Context: an optimization exercise on an open-source flow, tuned for small area. The choices shown serve that exercise and are no tape-out recipe. The RTL was checked by simulation tests, not by an equivalence proof against the original design. No activity file was given, so power comes from the tool's default toggle rates.

## flow/run.sh

```bash
#!/bin/bash
# synth_recipe.tcl (not shown) runs the flow's synth.tcl, then flattens the netlist and writes it again
# the make line also repeats each setting of config.mk as NAME=value (left out here)
make -C /OpenROAD-flow-scripts/flow DESIGN_CONFIG=/design/flow/config.mk WORK_HOME=/design/flow/orfs CLKGATE_MAP_FILE= SYNTH_SCRIPT=/design/flow/synth_recipe.tcl finish
```

## flow/config.mk

```make
export PLATFORM = sky130hd
export DESIGN_NAME = cpu
export DESIGN_NICKNAME = cpu
export VERILOG_FILES = /design/flow/design.v
export SDC_FILE = /design/flow/constraint.sdc
export NUM_CORES = 4
export LEC_CHECK = 0
export ABC_AREA = 1
export CAP_MARGIN = 20
export CORE_MARGIN = 2
export CORE_UTILIZATION = 40
export SLEW_MARGIN = 20
```

## flow/constraint.sdc

```tcl
create_clock -name core_clock -period 10.0 [get_ports {clock_i}]
set_input_delay 2.0000 -clock core_clock [delete_from_list [all_inputs] [get_ports {clock_i}]]
set_output_delay 2.0000 -clock core_clock [all_outputs]
set_load 0.01 [all_outputs]
```

## flow/design.v

```verilog
module cpu #(
    parameter unsigned CLOCK_DIVIDER = 12
) (
    input logic clock_i,
    input logic reset_i,
    input logic [7:0] data_i,
    input logic data_valid_i,
    output logic [7:0] data_o,
    output logic [15:0] address_o,
    output logic bus_read_o,
    output logic bus_write_o
);
  logic [3:0] cnt;
  logic step;
  assign step = cnt[3] & cnt[2];
  always_ff @(posedge clock_i) begin
    if (reset_i) cnt <= 4'd0;
    else if (step) cnt <= 4'd1;
    else cnt <= cnt + 4'd1;
  end
  localparam logic [5:0]
    S_FETCH  = 6'd0,
    S_NOP    = 6'd1,  S_SEC   = 6'd2,  S_CLC   = 6'd3,
    S_TAX    = 6'd4,  S_TAY   = 6'd5,  S_TXA   = 6'd6,  S_TYA  = 6'd7,
    S_TXS    = 6'd8,  S_TSX   = 6'd9,
    S_LDAI   = 6'd10, S_LDXI  = 6'd11, S_LDYI  = 6'd12,
    S_ADCI   = 6'd13, S_SBCI  = 6'd14, S_CMPI  = 6'd15,
    S_ANDI   = 6'd16, S_EORI  = 6'd17, S_ORAI  = 6'd18,
    S_STA1   = 6'd19, S_STA2  = 6'd20,
    S_LDAZ1  = 6'd21, S_LDXZ1 = 6'd22, S_LDYZ1 = 6'd23,
    S_LDAZ2  = 6'd24, S_LDXZ2 = 6'd25, S_LDYZ2 = 6'd26,
    S_ZPX1   = 6'd27, S_ZPX2  = 6'd28, S_ZPX3  = 6'd29,
    S_IDX1   = 6'd30, S_IDX2  = 6'd31, S_IDX3  = 6'd32, S_IDX4 = 6'd33, S_IDX5 = 6'd34,
    S_LDAA1  = 6'd35, S_ADCA1 = 6'd36, S_SBCA1 = 6'd37, S_CMPA1 = 6'd38,
    S_ANDA1  = 6'd39, S_EORA1 = 6'd40, S_ORAA1 = 6'd41,
    S_LDAA2  = 6'd42, S_ADCA2 = 6'd43, S_SBCA2 = 6'd44, S_CMPA2 = 6'd45,
    S_ANDA2  = 6'd46, S_EORA2 = 6'd47, S_ORAA2 = 6'd48,
    S_LDAA3  = 6'd49, S_ADCA3 = 6'd50, S_SBCA3 = 6'd51, S_CMPA3 = 6'd52,
    S_ANDA3  = 6'd53, S_EORA3 = 6'd54, S_ORAA3 = 6'd55,
    S_JMP1   = 6'd56, S_JMP2  = 6'd57,
    S_STUCK  = 6'd58;
  localparam logic [2:0] OP_ADD = 3'd0, OP_AND = 3'd1, OP_EOR = 3'd2, OP_ORA = 3'd3;
  localparam logic [1:0] CI_0 = 2'd0, CI_1 = 2'd1, CI_C = 2'd2, CI_NC = 2'd3;
  logic [5:0] st;
  logic pend;   
  logic [7:0] a, x, y, sp, t, h;
  logic c;
  logic [15:0] pc;
  logic upc;   
  logic zh;   
  logic [5:0] nst;
  logic npend, ld_pend;
  logic nrd, nwr, nupc, ld_upc;
  logic pc_inc, pc_jmp;
  logic ld_a, ld_x, ld_y, ld_sp, ld_t, ld_h, ld_zh, nzh;
  logic sa_a, sa_x, sa_y, sa_sp, sa_t, sa_h;   
  logic sb_d;   
  logic binv;
  logic [2:0] op;
  logic [1:0] ci;
  logic ld_c, c_alu, c_val;
  function automatic logic [5:0] decode(input logic [7:0] o);
    case (o)
      8'hEA: decode = S_NOP;
      8'h38: decode = S_SEC;
      8'h18: decode = S_CLC;
      8'hAA: decode = S_TAX;
      8'hA8: decode = S_TAY;
      8'h8A: decode = S_TXA;
      8'h98: decode = S_TYA;
      8'h9A: decode = S_TXS;
      8'hBA: decode = S_TSX;
      8'hA9: decode = S_LDAI;
      8'hA2: decode = S_LDXI;
      8'hA0: decode = S_LDYI;
      8'h69: decode = S_ADCI;
      8'hE9: decode = S_SBCI;
      8'hC9: decode = S_CMPI;
      8'h29: decode = S_ANDI;
      8'h49: decode = S_EORI;
      8'h09: decode = S_ORAI;
      8'h85: decode = S_STA1;
      8'hA5: decode = S_LDAZ1;
      8'hA6: decode = S_LDXZ1;
      8'hA4: decode = S_LDYZ1;
      8'hB5: decode = S_ZPX1;
      8'hA1: decode = S_IDX1;
      8'hAD: decode = S_LDAA1;
      8'h6D: decode = S_ADCA1;
      8'hED: decode = S_SBCA1;
      8'hCD: decode = S_CMPA1;
      8'h2D: decode = S_ANDA1;
      8'h4D: decode = S_EORA1;
      8'h0D: decode = S_ORAA1;
      8'h4C: decode = S_JMP1;
      default: decode = S_STUCK;
    endcase
  endfunction
  logic implied;
  assign implied = (data_i == 8'hEA) | (data_i == 8'h38) | (data_i == 8'h18) |
                   (data_i == 8'hAA) | (data_i == 8'hA8) | (data_i == 8'h8A) |
                   (data_i == 8'h98) | (data_i == 8'h9A) | (data_i == 8'hBA);
  always_comb begin
    nst = st;
    npend = 1'b0; ld_pend = 1'b0;
    nrd = 1'b0; nwr = 1'b0;
    nupc = 1'b1; ld_upc = 1'b0;
    pc_inc = 1'b0; pc_jmp = 1'b0;
    ld_a = 1'b0; ld_x = 1'b0; ld_y = 1'b0; ld_sp = 1'b0; ld_t = 1'b0; ld_h = 1'b0;
    ld_zh = 1'b0; nzh = 1'b0;
    sa_a = 1'b0; sa_x = 1'b0; sa_y = 1'b0; sa_sp = 1'b0; sa_t = 1'b0; sa_h = 1'b0;
    sb_d = 1'b0; binv = 1'b0; op = OP_ORA; ci = CI_0;
    ld_c = 1'b0; c_alu = 1'b0; c_val = 1'b0;
    case (st)
      S_FETCH: begin
        if (pend) begin
          ld_a = 1'b1; sa_t = 1'b1;
        end
        if (data_valid_i) begin
          nst = decode(data_i);
          if (!implied) begin
            nrd = 1'b1; pc_inc = 1'b1; ld_upc = 1'b1;
          end
        end
      end
      S_NOP, S_SEC, S_CLC, S_TAX, S_TAY, S_TXA, S_TYA, S_TXS, S_TSX: begin
        nst = S_FETCH; ld_pend = 1'b1;
        nrd = 1'b1; pc_inc = 1'b1; ld_upc = 1'b1;
        case (st)
          S_SEC: begin ld_c = 1'b1; c_val = 1'b1; end
          S_CLC: begin ld_c = 1'b1; c_val = 1'b0; end
          S_TAX: begin ld_x = 1'b1; sa_a = 1'b1; end
          S_TAY: begin ld_y = 1'b1; sa_a = 1'b1; end
          S_TXA: begin ld_a = 1'b1; sa_x = 1'b1; end
          S_TYA: begin ld_a = 1'b1; sa_y = 1'b1; end
          S_TXS: begin ld_sp = 1'b1; sa_x = 1'b1; end
          S_TSX: begin ld_x = 1'b1; sa_sp = 1'b1; end
          default: ;
        endcase
      end
      S_LDAI, S_LDXI, S_LDYI, S_LDAZ2, S_LDXZ2, S_LDYZ2, S_ZPX3: begin
        if (data_valid_i || st == S_LDAZ2 || st == S_LDXZ2 || st == S_LDYZ2 || st == S_ZPX3) begin
          nst = S_FETCH; ld_pend = 1'b1;
          nrd = 1'b1; pc_inc = 1'b1; ld_upc = 1'b1;
          sb_d = 1'b1;
          ld_c = 1'b1; c_val = 1'b0;
          case (st)
            S_LDAI, S_LDAZ2, S_ZPX3: ld_a = 1'b1;
            S_LDXI, S_LDXZ2: ld_x = 1'b1;
            default: ld_y = 1'b1;
          endcase
        end
      end
      S_ADCI, S_SBCI, S_CMPI, S_ANDI, S_EORI, S_ORAI,
      S_ADCA3, S_SBCA3, S_CMPA3, S_ANDA3, S_EORA3, S_ORAA3: begin
        if (data_valid_i) begin
          nst = S_FETCH; ld_pend = 1'b1; npend = (st != S_CMPI);
          nrd = 1'b1; pc_inc = 1'b1; ld_upc = 1'b1;
          ld_t = 1'b1; sa_a = 1'b1; sb_d = 1'b1;
          case (st)
            S_ADCI, S_ADCA3: begin op = OP_ADD; ci = CI_C; ld_c = 1'b1; c_alu = 1'b1; end
            S_SBCI, S_SBCA3: begin op = OP_ADD; ci = CI_NC; binv = 1'b1; ld_c = 1'b1; c_alu = 1'b1; end
            S_CMPI, S_CMPA3: begin op = OP_ADD; ci = CI_1; ld_c = 1'b1; c_alu = 1'b1; end
            S_ANDI, S_ANDA3: op = OP_AND;
            S_EORI, S_EORA3: op = OP_EOR;
            default: op = OP_ORA;
          endcase
        end
      end
      S_STA1: begin
        if (data_valid_i) begin
          nst = S_STA2;
          nwr = 1'b1; ld_upc = 1'b1; nupc = 1'b0;
          ld_t = 1'b1; sb_d = 1'b1; ld_zh = 1'b1; nzh = 1'b1;
        end
      end
      S_STA2: begin
        nst = S_FETCH; ld_pend = 1'b1;
        nrd = 1'b1; pc_inc = 1'b1; ld_upc = 1'b1;
      end
      S_LDAZ1, S_LDXZ1, S_LDYZ1: begin
        if (data_valid_i) begin
          nst = st + 6'd3;
          nrd = 1'b1; ld_upc = 1'b1; nupc = 1'b0;
          ld_t = 1'b1; sb_d = 1'b1; ld_zh = 1'b1; nzh = 1'b1;
        end
      end
      S_ZPX1, S_IDX1: begin
        if (data_valid_i) begin
          nst = st + 6'd1;
          ld_t = 1'b1; sa_x = 1'b1; sb_d = 1'b1; op = OP_ADD;
        end
      end
      S_ZPX2, S_IDX2: begin
        nst = st + 6'd1;
        nrd = 1'b1; ld_upc = 1'b1; nupc = 1'b0; ld_zh = 1'b1; nzh = 1'b1;
      end
      S_IDX3: begin
        nst = S_IDX4;
        nrd = 1'b1;
        ld_t = 1'b1; sa_t = 1'b1; op = OP_ADD; ci = CI_1;
        ld_h = 1'b1;   
      end
      S_IDX4: begin
        nst = S_IDX5;
        nrd = 1'b1;
        ld_t = 1'b1; sa_h = 1'b1;
        ld_h = 1'b1; ld_zh = 1'b1; nzh = 1'b0;
      end
      S_IDX5: begin
        nst = S_FETCH; ld_pend = 1'b1;
        nrd = 1'b1; pc_inc = 1'b1; ld_upc = 1'b1;
        ld_a = 1'b1; sb_d = 1'b1;
      end
      S_LDAA1, S_ADCA1, S_SBCA1, S_CMPA1, S_ANDA1, S_EORA1, S_ORAA1: begin
        if (data_valid_i) begin
          nst = st + 6'd7;
          nrd = 1'b1; pc_inc = 1'b1; ld_upc = 1'b1;
          ld_t = 1'b1; sb_d = 1'b1;
        end
      end
      S_LDAA2, S_ADCA2, S_SBCA2, S_CMPA2, S_ANDA2, S_EORA2, S_ORAA2: begin
        if (data_valid_i) begin
          nst = st + 6'd7;
          nrd = 1'b1; ld_upc = 1'b1; nupc = 1'b0;
          ld_h = 1'b1; ld_zh = 1'b1; nzh = 1'b0;
        end
      end
      S_LDAA3: begin
        if (data_valid_i) begin
          nst = S_FETCH; ld_pend = 1'b1;
          nrd = 1'b1; pc_inc = 1'b1; ld_upc = 1'b1;
          ld_a = 1'b1; sb_d = 1'b1;
        end
      end
      S_JMP1: begin
        if (data_valid_i) begin
          nst = S_JMP2;
          nrd = 1'b1; pc_inc = 1'b1; ld_upc = 1'b1;
          ld_t = 1'b1; sb_d = 1'b1;
        end
      end
      S_JMP2: begin
        if (data_valid_i) begin
          nst = S_FETCH; ld_pend = 1'b1;
          nrd = 1'b1; pc_jmp = 1'b1; ld_upc = 1'b1;
        end
      end
      default: ;
    endcase
    if (reset_i) begin
      nst = S_JMP1;
      npend = 1'b0; ld_pend = 1'b1;
      nrd = 1'b1; nwr = 1'b0;
      nupc = 1'b1; ld_upc = 1'b1;
      pc_inc = 1'b0; pc_jmp = 1'b1;
      ld_a = 1'b1; ld_x = 1'b1; ld_y = 1'b1; ld_sp = 1'b1; ld_t = 1'b0; ld_h = 1'b0;
      ld_zh = 1'b0;
      sa_a = 1'b0; sa_x = 1'b0; sa_y = 1'b0; sa_sp = 1'b0; sa_t = 1'b0; sa_h = 1'b0;
      sb_d = 1'b0; binv = 1'b0; op = OP_ORA;
      ld_c = 1'b1; c_alu = 1'b0; c_val = 1'b0;
    end
  end
  logic pc_rst;
  assign pc_rst = reset_i;
  logic [7:0] alu_a, alu_b, alu_z;
  logic [8:0] sum;
  logic cin;
  always_comb begin
    alu_a = ({8{sa_a}} & a) | ({8{sa_x}} & x) | ({8{sa_y}} & y) | ({8{sa_sp}} & sp) |
            ({8{sa_t}} & t) | ({8{sa_h}} & h);
    alu_b = ({8{sb_d}} & data_i) ^ {8{binv}};
    case (ci)
      CI_0: cin = 1'b0;
      CI_1: cin = 1'b1;
      CI_C: cin = c;
      default: cin = ~c;
    endcase
    sum = {1'b0, alu_a} + {1'b0, alu_b} + {8'd0, cin};
    case (op)
      OP_ADD: alu_z = sum[7:0];
      OP_AND: alu_z = alu_a & alu_b;
      OP_EOR: alu_z = alu_a ^ alu_b;
      default: alu_z = alu_a | alu_b;
    endcase
  end
  logic en;
  assign en = step | reset_i;
  always_ff @(posedge clock_i) begin
    if (en) begin
      st <= nst;
      if (ld_pend) pend <= npend;
      bus_read_o <= nrd;
      bus_write_o <= nwr;
      if (ld_upc) upc <= nupc;
      if (ld_zh) zh <= nzh;
      if (ld_a) a <= alu_z;
      if (ld_x) x <= alu_z;
      if (ld_y) y <= alu_z;
      if (ld_sp) sp <= alu_z;
      if (ld_t) t <= alu_z;
      if (ld_h) h <= data_i;
      if (ld_c) c <= c_alu ? sum[8] : c_val;
      if (pc_inc) pc <= pc + 16'd1;
      else if (pc_jmp) pc <= pc_rst ? 16'hFFFC : {data_i, t};
    end
  end
  assign address_o = upc ? pc : {zh ? 8'd0 : h, t};
  assign data_o = a;
endmodule
```

==> run notes <==
-- synthesized netlist by cell type (2+ instances only) --
library cell	instances	share of area, %
nand2_1	286	16
nor2_1	130	7.2
inv_1	97	5.4
edfxtp_1	76	34
nand3_1	64	4.7
o21ai_0	56	4.1
nand4_1	39	3.6
a21oi_1	20	1.5
ha_1	20	3.7
xor2_1	15	1.9
dfxtp_1	14	4.1
nand3b_1	11	1.2
nor3_1	11	0.81
clkbuf_1	10	0.55
inv_2	10	0.55
a221oi_1	9	1.2
nand2_2	9	0.83
o211ai_1	8	0.88
xnor2_1	8	1.0
nor2_2	5	0.46
a31oi_1	4	0.37
nand3_2	4	0.59
fa_1	3	0.88
nor2_4	3	0.50
o21ai_1	3	0.22
o31ai_1	3	0.33
a21boi_0	2	0.22
a22oi_1	2	0.22
clkinv_1	2	0.11
nand2_4	2	0.33
nor3_2	2	0.29
nor3b_1	2	0.22
nor4_1	2	0.18
o21ai_2	2	0.26
o21bai_1	2	0.22
or2_2	2	0.18
-- through the flow --
step                      hold slack (ps)  power (uW)
after CTS                             454        2220
after global placement                439        1850
after detailed placement              444        1850
final                                 457        2230
after floorplan                       430        1490
after global routing                  497        2400
-- power groups by stage --
| stage | sequential [uW] | clock (uW) | combinational (uW) |
|---|---|---|---|
| 3_5_place_dp | 655 | 0 | 1190 |
| 6_report | 650 | 372 | 1210 |
| 2_1_floorplan | 631 | 0 | 860 |
| 5_1_grt | 662 | 389 | 1350 |
| 3_3_place_gp | 655 | 0 | 1190 |
| 4_1_cts | 648 | 376 | 1200 |
-- how the worst min path moves through the flow --
stage | from | endpoint | slack, ps
floorplan | cnt[3] | cnt[3] | 430
global placement | cnt[3] | cnt[3] | 440
detailed placement | cnt[3] | cnt[3] | 440
CTS | cnt[3] | cnt[3] | 450
global route | cnt[3] | cnt[3] | 500
finish | cnt[3] | cnt[3] | 460
-- layout make-up --
| class | count | area (um2) | area share, % |
|---|---|---|---|
| clock inverters | 6 | 96.3 | 1.25 |
| flip-flops and latches | 90 | 2560 | 33.2 |
| well taps | 220 | 275 | 3.56 |
| repair buffers | 40 | 390 | 5.06 |
| inverters | 109 | 409 | 5.30 |
| clock buffers | 10 | 229 | 2.97 |
| multi-input cells | 736 | 3760 | 48.7 |
-- layout by cell type, fill, tap and decap left out, types with 14 or more instances in the layout --
| master | synthesis | routed |
|---|---|---|
| nand2_1 | 286 | 286 |
| dfxtp_1 | 14 | 14 |
| a21oi_1 | 20 | 20 |
| ha_1 | 20 | 20 |
| edfxtp_1 | 76 | 76 |
| inv_1 | 97 | 97 |
| nand3_1 | 64 | 64 |
| clkdlybuf4s50_1 | 0 | 36 |
| o21ai_0 | 56 | 56 |
| nand4_1 | 39 | 39 |
| xor2_1 | 15 | 15 |
| nor2_1 | 130 | 130 |
-- routing by layer --
metal / wire length (um) / vias to the layer above / share of wire, %
met5: 0 / - / 0
met1: 9720 / 3109 / 47
li1: - / 3251 / -
met4: 391 / 0 / 1.9
met3: 1330 / 27 / 6.4
met2: 9250 / 251 / 45
-- cells by family after synthesis --
family,count (synthesis),share of synthesized area (%)
buffers and inverters,123,6.89
and+or+nand+nor,576,37.8
DFF,90,37.7
adders and majority gates,23,4.57
AOI/OAI and AO/OA,114,9.99
xor gates and xnor gates,23,2.97
-- tightest hold or removal path: cells and delay by family (launching register included) --
family	cells	cell delay, ps
AOI/OAI and AO/OA	1	50
buffers and inverters	1	50
DFF	1	310
==> run notes <==
Slowest cell on crit path -> clkdlybuf4s50_1
IO Count -> 37
Worst hold path type -> flop to flop
GR Layer Usage met1 -> 34.3%
Clk root buf -> clkbuf_16
Final nets -> 1020
Post-Layout Cell Count -> 1211
Setup ws final -> 3570 ps
Max Cap Viol -> 0
Initial antenna violation count -> 0
Ant. Diodes -> 0
Util after Layout -> 46.6%
P_leak -> 0.00352 uW
Final Hold Viols -> 0
Reg2reg path depth -> 24
RR Startpoint -> st[4]
Vias/cell -> 5.48
Fmax -> 155 MHz
Worst R2R End -> a[6]
Max H-tree Level -> 3
Initial cell density of the core -> 40.9%
Most common cell on crit path -> nand2_1
Slew margin rel. -> 27.0%
Routed vias -> 6638
Setup Buffers After CTS -> 0
Syn_area_per_cell -> 7.16 um2
Placed cell area -> 7400 um2
Clock Power Share -> 16.7%
Initial DRT Pass Iterations -> 5
Post-synthesis sequential area ratio -> 37.7%
Post-placement worst setup slack -> 3340 ps
Skew final -> 11.5 ps
Stages on worst setup path -> 19
Crit path cell chain -> clkdlybuf4s50_1 > clkinv_1 > nor2_1 > nor2_1 > nand2_1 > nand2_1 > inv_1 > nand2_1 > nand2_1 > nand2_1 > fa_1 > fa_1 > o21ai_0 > a21oi_1 > o21bai_1 > xnor2_1 > inv_1 > nand4_1 > nand4_1
Final Critical Period -> 6430 ps
Worst-case vdd ir drop -> 0.102 mV
Final max-slew violation count -> 0
Post-Syn Instances -> 949
Area Growth Syn to Fin -> 13.7%
Layout cell share with drive strength beyond 1 -> 6.36%
NetSw -> 1050 uW
FF+latch count, synth -> 90
Die Span X -> 134 um
Critical Path Source -> data_valid_i
Vias in the first global route -> 6190
Number of CTS-inserted buffers -> 9
Worst setup EP type -> flop
Reg clk slew, reported paths -> 60 ps
Post-cts sizing count -> 0
Met2 Use GR -> 35.8%
Number of flops mapped to enable cells by yosys -> 76
Hold buffers post-CTS -> 0
Netlist Area Pre-Place -> 6790 um2
Setup violators final -> 0
Std-Cell Rows -> 47
Clk buf depth -> 2
Top FF cell, synth -> edfxtp_1
CP endpoint -> a[6]
First-pass GRT wire length -> 33000 um
# clock sinks -> 90
Drc violations -> 0
Synth cell types -> 47
Die ar. -> 18000 um2
Crit path DAT -> 6460 ps
Hold path cells -> 2
Sequential Power Share -> 29.1%
WP buf/inv -> 4
Core area -> 16600 um2
Startpoint Class -> input pin
Synth warnings -> 1
GR Util All Layers -> 23.3%
Unrepaired setup endpoints after global routing -> no
Gr ovfl total -> 0
Status -> complete, no violations
Met3 Resource Use GR -> 3.25%
Sw Ratio -> 47.0%
Crit path largest cell delay -> 800 ps
Mapped Nets -> 983
Synth async-reset ratio -> 0%
Design area -> 7720 um2
Die Y-Extent -> 134 um
Fillcell total -> 1718
Combinational Power Share -> 54.2%
Gpl congestion -> 0.976
Drt wl/cell -> 17.1 um
Drt first-iter violations -> 501
HPWL after detailed placement -> 16400 um
Power density cells -> 289 nW/um2
CP required -> 10030 ps
CTS tree -> done
Worst reg-to-reg setup slack -> 4820 ps
Largest net degree at the start of global routing -> 27
Clock latency (worst-skew pair) -> 350 ps
CP Class -> input pin to flop
Worst-margin pin slew -> 1090 ps
Post-route antenna net violation count -> 0
Fin Setup TNS -> 0 ps
Grt peak-use layer -> met2
Pint -> 1180 uW
Critical path's top delay family -> buffers and inverters
Placed cell count -> 1195
PortBufs -> 36
Maximum net fanout on the critical path -> 16
Tcrit/Tclk final -> 64.3%
Final WL -> 20700 um

## separate check: timing with driven ports
The results above use ideal ports. As a check the final layout listed here was re-extracted and re-timed, cells and wires unchanged. Step 1 sets driving cells, clkbuf_16 on the clock port and buf_2 on the other inputs (assumed; they add their load-dependent delay and slew). Step 2 times the ports against the registers' clock, not the clock port: input delays grow and output delays shrink by t, the midpoint of the rising clock arrivals with the driver on. Three values: no drivers, after step 1, after step 2; two values: the first two.
t, ns: 0.390
slack for setup (ns): 3.568 / 3.561 / 3.171
worst setup path at the end: input to register
worst slew at a driven data input, ns: 0.05
cell pins on the clock port's net: 1
After both steps this run still meets setup and hold. The setup slack of this run moves by -0.007 ns with the drivers and by -0.397 ns with both steps.
